Context: an optimization exercise on an open-source flow, tuned for small area. The choices shown serve that exercise and are no tape-out recipe. The RTL was checked by simulation tests, not by an equivalence proof against the original design.

## job 6944
## Mesh
module Mesh(
  input         clock,
  input  [7:0]  io_in_a_0_0,
  input  [7:0]  io_in_a_1_0,
  input  [7:0]  io_in_a_2_0,
  input  [7:0]  io_in_a_3_0,
  input  [7:0]  io_in_d_0_0,
  input  [7:0]  io_in_d_1_0,
  input  [7:0]  io_in_d_2_0,
  input  [7:0]  io_in_d_3_0,
  input  [15:0] io_in_b_0_0,
  input  [15:0] io_in_b_1_0,
  input  [15:0] io_in_b_2_0,
  input  [15:0] io_in_b_3_0,
  input         io_in_control_0_0_propagate,
  input         io_in_control_1_0_propagate,
  input         io_in_control_2_0_propagate,
  input         io_in_control_3_0_propagate,
  output [15:0] io_out_c_0_0,
  output [15:0] io_out_c_1_0,
  output [15:0] io_out_c_2_0,
  output [15:0] io_out_c_3_0
);
  wire [7:0]  in_a [0:3];
  wire [7:0]  in_b [0:3];
  wire [15:0] in_d [0:3];
  wire        in_p [0:3];
  assign in_a[0] = io_in_a_0_0; assign in_a[1] = io_in_a_1_0;
  assign in_a[2] = io_in_a_2_0; assign in_a[3] = io_in_a_3_0;
  assign in_b[0] = io_in_d_0_0; assign in_b[1] = io_in_d_1_0;
  assign in_b[2] = io_in_d_2_0; assign in_b[3] = io_in_d_3_0;
  assign in_d[0] = io_in_b_0_0; assign in_d[1] = io_in_b_1_0;
  assign in_d[2] = io_in_b_2_0; assign in_d[3] = io_in_b_3_0;
  assign in_p[0] = io_in_control_0_0_propagate;
  assign in_p[1] = io_in_control_1_0_propagate;
  assign in_p[2] = io_in_control_2_0_propagate;
  assign in_p[3] = io_in_control_3_0_propagate;
  genvar i, j;
  generate
    for (i = 0; i < 4; i = i + 1) begin : row
      for (j = 0; j < 4; j = j + 1) begin : col
        reg  [7:0]  a_r;
        reg  [7:0]  b_r;
        reg  [15:0] d_r;
        reg         p_r;       
        wire [15:0] c_out;
  ...
Size in the first run: roughly 4500 cells after synthesis, about 1100 flip-flops, ~200 I/O pins, roughly 55000 µm² of cells after synthesis.
==> flow/config.mk <==
export PLATFORM = sky130hd
export DESIGN_NAME = Mesh
export DESIGN_NICKNAME = Mesh
export VERILOG_FILES = /design/flow/design.v
export SDC_FILE = /design/flow/constraint.sdc
export NUM_CORES = 4
export LEC_CHECK = 0
export CAP_MARGIN = 20
export CORE_MARGIN = 2
export CORE_UTILIZATION = 65
export GPL_TIMING_DRIVEN = 0
export PLACE_DENSITY = 0.8
export SLEW_MARGIN = 20
export SYNTH_HIERARCHICAL = 1
==> flow/constraint.sdc <==
create_clock -name core_clock -period 5.2 [get_ports {clock}]
set_input_delay 1.0400 -clock core_clock [delete_from_list [all_inputs] [get_ports {clock}]]
set_output_delay 1.0400 -clock core_clock [all_outputs]
set_load 0.01 [all_outputs]
standard.sh (not shown) runs the stock make flow with config.mk's settings and CLKGATE_MAP_FILE= SYNTH_SCRIPT=/design/flow/synth_recipe.tcl, a recipe that flattens the netlist after the stock synthesis.
==> flow/flow/run.sh <==
#!/bin/bash
# Layout with the standard flow (standard synthesis unchanged), with two
# changes: the port buffers are the smallest buffer cell, and clock tree
# synthesis inserts no dummy load cells.
set -euo pipefail
CTS="-sink_clustering_enable -repair_clock_nets -sink_clustering_size 16 -sink_clustering_max_diameter 70 -buf_list sky130_fd_sc_hd__clkbuf_8 -dont_use_dummy_load"
bash standard.sh \
  "BUFFER_PORTS_ARGS=-buffer_cell sky130_fd_sc_hd__buf_1" \
  "CTS_ARGS=$CTS" \
  finish > flow.log 2>&1
What job 9592 does differently from job 6944 at the input level:
Settings: changing CORE_UTILIZATION from 65 to 70; changing PLACE_DENSITY from 0.8 to 0.85.
[summary]
- From job 6944 to job 9592 the numbers moved as follows: clock network area share ~0 delta; cell count after placement -38.
- The count of plain and timing-repair buffers in the layout reported for job 9592 is greater than that of job 6944 by 0.50%.
- Critical path depth: job 6944 vs job 9592, no meaningful difference
- Number of global-route vias before repair in job 9592 is 1245 higher than in job 6944
- Number of clock-tree buffers in the layout for job 9592: 1 down relative to job 6944
- Job 6944 → job 9592: multi-input gate share of the layout cell area comparable; floorplan die height decreased 3.6%; post-detailed-placement cell area barely changed.
Relative to job 9592, the following input files were edited for job 2945:
Settings: PLACE_DENSITY now 0.7, was 0.85; CORE_UTILIZATION now 55, was 70.
--- a/flow/flow/run.sh
+++ b/flow/flow/run.sh
@@ -5,3 +5,3 @@
 set -euo pipefail
-CTS="-sink_clustering_enable -repair_clock_nets -sink_clustering_size 16 -sink_clustering_max_diameter 70 -buf_list sky130_fd_sc_hd__clkbuf_8 -dont_use_dummy_load"
+CTS="-sink_clustering_enable -repair_clock_nets -sink_clustering_size 16 -sink_clustering_max_diameter 120 -buf_list sky130_fd_sc_hd__clkbuf_8 -dont_use_dummy_load"
 bash standard.sh \
Sort job 2945 and job 9592 by global-route usage, ascending, and job 2945 comes first. Going from job 9592 to job 2945, wire length now sits lower, die outline height increased 13%. row[3].col[2].genblk3.genblk1.pe.u.sh[15] as the destination of the critical timing path was reported by job 2945, and row[2].col[0].genblk3.genblk1.pe.u.acc[15] by job 9592.

Another version of the RTL of Mesh (not shown whole).
For scale: ~5200 cells after synthesis, about 1100 flip-flops, roughly 59000 sq um of cells after synthesis.
==> flow/config.mk <==
export PLATFORM = sky130hd
export DESIGN_NAME = Mesh
export DESIGN_NICKNAME = Mesh
export VERILOG_FILES = /design/flow/design.v
export SDC_FILE = /design/flow/constraint.sdc
export NUM_CORES = 4
export LEC_CHECK = 0
export CAP_MARGIN = 20
export CORE_MARGIN = 2
export CORE_UTILIZATION = 40
export CTS_BUF_LIST = sky130_fd_sc_hd__clkbuf_8 sky130_fd_sc_hd__clkbuf_16
export CTS_CLUSTER_DIAMETER = 50
export CTS_CLUSTER_SIZE = 20
export PLACE_DENSITY = 0.6
export SLEW_MARGIN = 20
export SYNTH_HIERARCHICAL = 1
==> flow/constraint.sdc <==
create_clock -name core_clock -period 5.2 [get_ports {clock}]
set_input_delay 1.0400 -clock core_clock [delete_from_list [all_inputs] [get_ports {clock}]]
set_output_delay 1.0400 -clock core_clock [all_outputs]
set_load 0.01 [all_outputs]
run.sh (not shown) runs the stock make flow with config.mk's settings and CLKGATE_MAP_FILE= SYNTH_SCRIPT=/design/flow/synth_recipe.tcl, a recipe that flattens the netlist after the stock synthesis.
Stock flow here: none of the scripts above is used.
Change:
==> flow/flow/run.sh (new file) <==
#!/bin/bash
# Layout with the standard flow (standard synthesis unchanged), with two
# changes: the port buffers are the smallest buffer cell, and clock tree
# synthesis inserts no dummy load cells.
set -euo pipefail
CTS="-sink_clustering_enable -repair_clock_nets -sink_clustering_size 16 -sink_clustering_max_diameter 40 -buf_list sky130_fd_sc_hd__clkbuf_8 -dont_use_dummy_load"
bash standard.sh \
  "BUFFER_PORTS_ARGS=-buffer_cell sky130_fd_sc_hd__buf_1" \
  "CTS_ARGS=$CTS" \
  finish > flow.log 2>&1
==> flow/standard.sh (new file) <==
#!/bin/bash
# synth_recipe.tcl (not shown) runs the flow's synth.tcl, then flattens the netlist and writes it again
# the make line also repeats each setting of config.mk as NAME=value (left out here)
make -C /OpenROAD-flow-scripts/flow DESIGN_CONFIG=/design/flow/config.mk WORK_HOME=/design/flow/orfs CLKGATE_MAP_FILE= SYNTH_SCRIPT=/design/flow/synth_recipe.tcl "${@:-finish}"
--- a/flow/config.mk
+++ b/flow/config.mk
@@ -9,7 +9,7 @@
 export CORE_MARGIN = 2
 export CORE_UTILIZATION = 40
-export CTS_BUF_LIST = sky130_fd_sc_hd__clkbuf_8 sky130_fd_sc_hd__clkbuf_16
-export CTS_CLUSTER_DIAMETER = 50
-export CTS_CLUSTER_SIZE = 20
+export CTS_BUF_LIST = sky130_fd_sc_hd__clkbuf_8
+export CTS_CLUSTER_DIAMETER = 40
+export CTS_CLUSTER_SIZE = 16
 export PLACE_DENSITY = 0.6
 export SLEW_MARGIN = 20
removed: flow/run.sh
Result: The changed run went through all stages and came out clean; fmax drops by 0.57%; wire length rises by 0.45%.
Change:
==> flow/run.sh (new file) <==
#!/bin/bash
# synth_recipe.tcl (not shown) runs the flow's synth.tcl, then flattens the netlist and writes it again
# the make line also repeats each setting of config.mk as NAME=value (left out here)
make -C /OpenROAD-flow-scripts/flow DESIGN_CONFIG=/design/flow/config.mk WORK_HOME=/design/flow/orfs CLKGATE_MAP_FILE= SYNTH_SCRIPT=/design/flow/synth_recipe.tcl finish
removed: flow/flow/run.sh
removed: flow/standard.sh
Effect: Register-to-register slack gets better by 30 ps; routed wire length is higher slightly; critical path depth is unchanged; first-iteration DRC count is higher slightly; hold slack gets better by 63 ps; cell area is higher by a few percent; clock-buffer cell count is higher by 9.

-- what the ideal ports hide --
How much do the figures lean on ideal ports? The routed layouts below were timed once more, with nothing changed but the port constraints. Step 1 (the two cells are an assumption about what drives the block):
set clk [get_ports {clock}]
set_driving_cell -lib_cell sky130_fd_sc_hd__clkbuf_16 $clk
set_driving_cell -lib_cell sky130_fd_sc_hd__buf_2 [delete_from_list [all_inputs] $clk]
Step 2 times the ports against the registers' clock, not the clock port: input delays grow and output delays shrink by t, the midpoint of the rising clock arrivals with the driver on. Three values: no drivers, after step 1, after step 2; two values: the first two.
run | shift t [ns] | setup slack, ns | worst hold slack (ns)
job 6944 | 0.757 | 0.179 / 0.179 / 0.179 | 0.303 / 0.303 / 0.303
job 9592 | 0.750 | 0.180 / 0.180 / 0.180 | 0.302 / 0.302 / 0.302
job 2945 | 0.786 | 0.207 / 0.207 / 0.207 | 0.301 / 0.301 / 0.301
the first run of note 2 | 0.804 | 0.653 / 0.653 / 0.653 | 0.307 / 0.307 / 0.307
the second run of note 2 | 0.916 | 0.627 / 0.627 / 0.627 | 0.234 / 0.179 / 0.255
the third run of note 2 | 0.977 | 0.659 / 0.659 / 0.659 | 0.296 / 0.296 / 0.296
After both steps setup and hold are still met in every run listed.
